This is an optimization exercise on Yosys and OpenROAD, whose aim is small area, a short achievable clock period and few clock cycles per item, not a production implementation. Function was checked by simulation only, so behaviour that the tests miss may differ from the original. The clock port is modelled as an ideal driver; clocking choices that lean on that would not hold on a real chip. Power figures rest on the tool's default switching activity, not on a simulated workload.

== before ==
==> module switch, before the edit <==
module switch
#(
    parameter ROUTER_WIDTH = 2,
    parameter AURORA_WIDTH = 256
)(
    input clk,
    input rst_n,
    input [ROUTER_WIDTH - 1:0] src_router,
    input empty_input_port_0,
    input [AURORA_WIDTH - 1:0] data_in_port_0,
    output rd_input_port_0,
    input empty_ack_fifo,
    input [AURORA_WIDTH - 1:0] ack_data,
    output rd_ack_fifo,
    input empty_input_port_1,
    input [AURORA_WIDTH - 1:0] data_in_port_1,
    output rd_input_port_1,
    input empty_input_port_2,
    input [AURORA_WIDTH - 1:0] data_in_port_2,
    output rd_input_port_2,
    output we_output_port_0,
    output [AURORA_WIDTH - 1:0] data_out_port_0,
    output we_output_port_1,
    output [AURORA_WIDTH - 1:0] data_out_port_1,
    output we_output_port_2,
    output [AURORA_WIDTH - 1:0] data_out_port_2
);
wire [AURORA_WIDTH - 1:0] din [0:3];
assign din[0] = data_in_port_0;
assign din[1] = ack_data;
assign din[2] = data_in_port_1;
assign din[3] = data_in_port_2;
wire [3:0] empty = {empty_input_port_2, empty_input_port_1, empty_ack_fifo, empty_input_port_0};
reg [3:0] held;     
reg [3:0] sel_a;    
reg [3:0] sel_b;    
reg [3:0] first;    
reg [3:0] to2;            
reg [3:0] to2_n;
always @(*) begin
    case (src_router)
        2'd0: to2_n = 4'b0110;
        2'd1: to2_n = 4'b1100;
        2'd2: to2_n = 4'b1001;
        default: to2_n = 4'b0011;
    endcase
end
wire [3:0] to1 = {to2[2:0], to2[3]} & ~to2;
wire [3:0] to0 = ~to2 & ~to1;
wire [3:0] dec [0:3];
wire [3:0] is2;
genvar g;
generate
    for (g = 0; g < 4; g = g + 1) begin : g_route
        dst_decode dec_i (.dst(din[g][3:2]), .dec(dec[g]));
        and_or #(.N(4)) is2_i (.t(to2), .s(dec[g]), .y(is2[g]));
    end
endgenerate
wire [15:0] dec_all = {dec[3], dec[2], dec[1], dec[0]};
wire [15:0] t2 = {to2 & {4{sel_a[3]}}, to2 & {4{sel_a[2]}}, to2 & {4{sel_a[1]}}, to2 & {4{sel_a[0]}}};
wire [15:0] t1 = {to1 & {4{sel_b[3]}}, to1 & {4{sel_b[2]}}, to1 & {4{sel_b[1]}}, to1 & {4{sel_b[0]}}};
wire [15:0] t0 = {to0 & {4{sel_b[3]}}, to0 & {4{sel_b[2]}}, to0 & {4{sel_b[1]}}, to0 & {4{sel_b[0]}}};
and_or #(.N(16)) we2_i (.t(t2), .s(dec_all), .y(we_output_port_2));
and_or #(.N(16)) we1_i (.t(t1), .s(dec_all), .y(we_output_port_1));
and_or #(.N(16)) we0_i (.t(t0), .s(dec_all), .y(we_output_port_0));
wire [3:0] rd_tab [0:3];
wire [3:0] rd;
generate
    for (g = 0; g < 4; g = g + 1) begin : g_rd
        assign rd_tab[g] = (to2 & {4{sel_a[g]}}) | (~to2 & {4{sel_b[g]}});
        and_or_or #(.N(4)) rd_i (.t(rd_tab[g]), .s(dec[g]), .e(~held[g]), .y(rd[g]));
    end
endgenerate
assign rd_input_port_0 = rd[0];
assign rd_ack_fifo     = rd[1];
assign rd_input_port_1 = rd[2];
assign rd_input_port_2 = rd[3];
genvar b;
generate
    for (b = 0; b < AURORA_WIDTH; b = b + 1) begin : g_bit
        mux4_onehot mux_a (.d({din[3][b], din[2][b], din[1][b], din[0][b]}), .s(sel_a), .y(data_out_port_2[b]));
        mux4_onehot mux_b (.d({din[3][b], din[2][b], din[1][b], din[0][b]}), .s(sel_b), .y(data_out_port_0[b]));
    end
endgenerate
assign data_out_port_1 = data_out_port_0;
wire [3:0] ka  = held & ~sel_a & is2;
wire [3:0] kb  = held & ~sel_b & ~is2;
wire [3:0] pop = ~empty & (~held | (is2 & sel_a) | (~is2 & sel_b));
reg [3:0] ahead [0:3];    
integer i, j, c;
always @(*) begin
    for (i = 0; i < 4; i = i + 1)
        for (j = 0; j < 4; j = j + 1) begin
            ahead[i][j] = 1'b0;
            for (c = 0; c < 4; c = c + 1)
                if (((j - c) & 3) < ((i - c) & 3))
                    ahead[i][j] = ahead[i][j] | first[c];
        end
end
reg [3:0] ka_first, kb_first, pop_first, pop_last;
always @(*) begin
    for (i = 0; i < 4; i = i + 1) begin
        ka_first[i]  = ka[i]  & ~|(ka  & ahead[i]);
        kb_first[i]  = kb[i]  & ~|(kb  & ahead[i]);
        pop_first[i] = pop[i] & ~|(pop & ahead[i]);
        pop_last[i]  = pop[i];
        for (j = 0; j < 4; j = j + 1)
            if (j != i) pop_last[i] = pop_last[i] & ~(pop[j] & ahead[j][i]);
    end
end
wire [3:0] next_a = ka_first | ({4{~|ka}} & pop_first);
wire [3:0] next_b = kb_first | ({4{~|kb}} & pop_last);
wire [3:0] held_n = pop | ka | kb;
always @(posedge clk or negedge rst_n) begin
    if (!rst_n) begin
        held  <= 4'd0;
        sel_a <= 4'd0;
        sel_b <= 4'd0;
        first <= 4'b0001;
        to2   <= 4'd0;
    end else begin
        held  <= held_n;
        sel_a <= next_a;
        sel_b <= next_b;
        first <= {first[2:0], first[3]};
        to2   <= to2_n;
    end
end
endmodule
==> module and_or_or, before the edit <==
module and_or_or #(
    parameter N = 4
) (
    input [N-1:0] t,
    input [N-1:0] s,
    input e,
    output y
);
assign y = |(t & s) | e;
endmodule
==> flow/config.mk <==
export PLATFORM = sky130hd
export DESIGN_NAME = router_switch
export DESIGN_NICKNAME = router_switch
export VERILOG_FILES = /design/flow/design.v
export SDC_FILE = /design/flow/constraint.sdc
export NUM_CORES = 8
export LEC_CHECK = 0
export CAP_MARGIN = 20
export CORE_AREA = 5 5 315 315
export DIE_AREA = 0 0 320 320
export SLEW_MARGIN = 20
export SYNTH_HIERARCHICAL = 1
==> flow/constraint.sdc <==
create_clock -name core_clock -period 5.0 [get_ports {clk}]
set_input_delay 1.0000 -clock core_clock [delete_from_list [all_inputs] [get_ports {clk}]]
set_output_delay 1.0000 -clock core_clock [all_outputs]
set_load 0.01 [all_outputs]
standard.sh (not shown) runs the stock make flow with config.mk's settings and CLKGATE_MAP_FILE= SYNTH_SCRIPT=/design/flow/synth_recipe.tcl, a recipe that flattens the netlist after the stock synthesis.
==> flow/flow/run.sh <==
#!/bin/bash
# Own layout flow: the standard ORFS flow with
#  - minimum-size port buffers (every port still gets its own buffer),
#  - every pin placed by hand at one track pitch on a small die: the data
#    bits in order around the edge, each bit's pins side by side, and the
#    destination bits with the control pins,
#  - balanced fanout trees for the path-select registers,
#  - after CTS, a timing repair of the control and select paths only.
set -euo pipefail
here=$(pwd)
export BUFFER_PORTS_ARGS="-buffer_cell sky130_fd_sc_hd__buf_1"
export PRE_IO_PLACEMENT_TCL="$here/flow/pins.tcl"
export PP_CORNER=5
export PRE_RESIZE_TCL="$here/flow/resize_pre.tcl"
export POST_CTS_TCL="$here/flow/cts_post.tcl"
export TUNE_MARGIN=1.97
bash standard.sh > "$here/standard.log" 2>&1
Other scripts of this flow, unchanged in this note and not shown: flow/flow/cts_post.tcl, flow/flow/pinplace.tcl, flow/flow/pins.tcl, flow/flow/resize_pre.tcl, flow/flow/seltree.tcl, flow/flow/tune.tcl
Testbench counts of before, summed over its fixed seeds: cycles 1,175, items 1,920.
### before -> after
-- flow/design.v --
<<< before, line 67
wire [3:0] rd;
generate
    for (g = 0; g < 4; g = g + 1) begin : g_rd
        assign rd_tab[g] = (to2 & {4{sel_a[g]}}) | (~to2 & {4{sel_b[g]}});
        and_or_or #(.N(4)) rd_i (.t(rd_tab[g]), .s(dec[g]), .e(~held[g]), .y(rd[g]));
    end
endgenerate
>>> after, line 67
wire [3:0] rd;
generate
    for (g = 0; g < 4; g = g + 1) begin : g_rd_tab
        assign rd_tab[g] = {4{~held[g]}} | (to2 & {4{sel_a[g]}}) | (~to2 & {4{sel_b[g]}});
    end
endgenerate
generate
    for (g = 0; g < 4; g = g + 1) begin : g_rd
        and_or #(.N(4)) rd_i (.t(rd_tab[g]), .s(dec[g]), .y(rd[g]));
    end
endgenerate
<<< before, line 167
);
assign y = ~|(d & s);
endmodule
module and_or_or #(
    parameter N = 4
) (
    input [N-1:0] t,
    input [N-1:0] s,
    input e,
    output y
);
assign y = |(t & s) | e;
endmodule
module routing_table
>>> after, line 171
);
assign y = ~|(d & s);
endmodule
module routing_table
- From before to after the numbers moved as follows: number of filler instances in the final layout up about 0.4%, total sequential power grew by about 4%, cell count after placement held.
- Looking at after and before, the setup slack of the critical path after layout is a wash.
- On cell area, after and before are basically level.
- The switching power of the nets was comparable across after and before.
- after ended up with sky130_fd_sc_hd__a221oi_2 as its critical path's slowest cell; before ended up with sky130_fd_sc_hd__dfrtp_1.
- before → after: first-pass GRT wire length has decreased, power closely matched the old numbers.
- before | stages: all done | timing, DRC, antenna: all pass
- Per the final summary, after finished and its layout is clean on timing, DRC and antenna.
- ~same number of synthesized flops with an enable pin in after and before
- Between before and after, the flow reports detailed-route wire length decreasing slightly.
- [compare] base=before new=after: setup clock skew after layout lower; maximum fanout along the worst path down 10.
Testbench counts of after, summed over its fixed seeds: cycles 1,175, items 1,920.

-- re-timing with driven ports --
In the flow no input, the clock included, has a driving cell. The finished layouts below were timed again as built, in two steps. Step 1 assumes that a clkbuf_16 drives the clock port and a buf_2 every other input. Step 2 times the ports against the registers' clock, not the clock port: input delays grow and output delays shrink by t, the midpoint of the rising clock arrivals with the driver on. Slacks: ideal ports / drivers / drivers and shift; pairs: ideal ports / drivers.
run | t, ns | slack for setup (ns) | worst setup path after step 2 | slew at the worst register clock pin (ns) | cell pins on the clock port's net
before | 0.293 | 1.868 / 1.826 / 1.643 | input to register | 0.06 / 0.06 | 1
after | 0.287 | 1.871 / 1.833 / 1.646 | input to register | 0.05 / 0.05 | 1
After both steps every run listed still meets setup and hold.
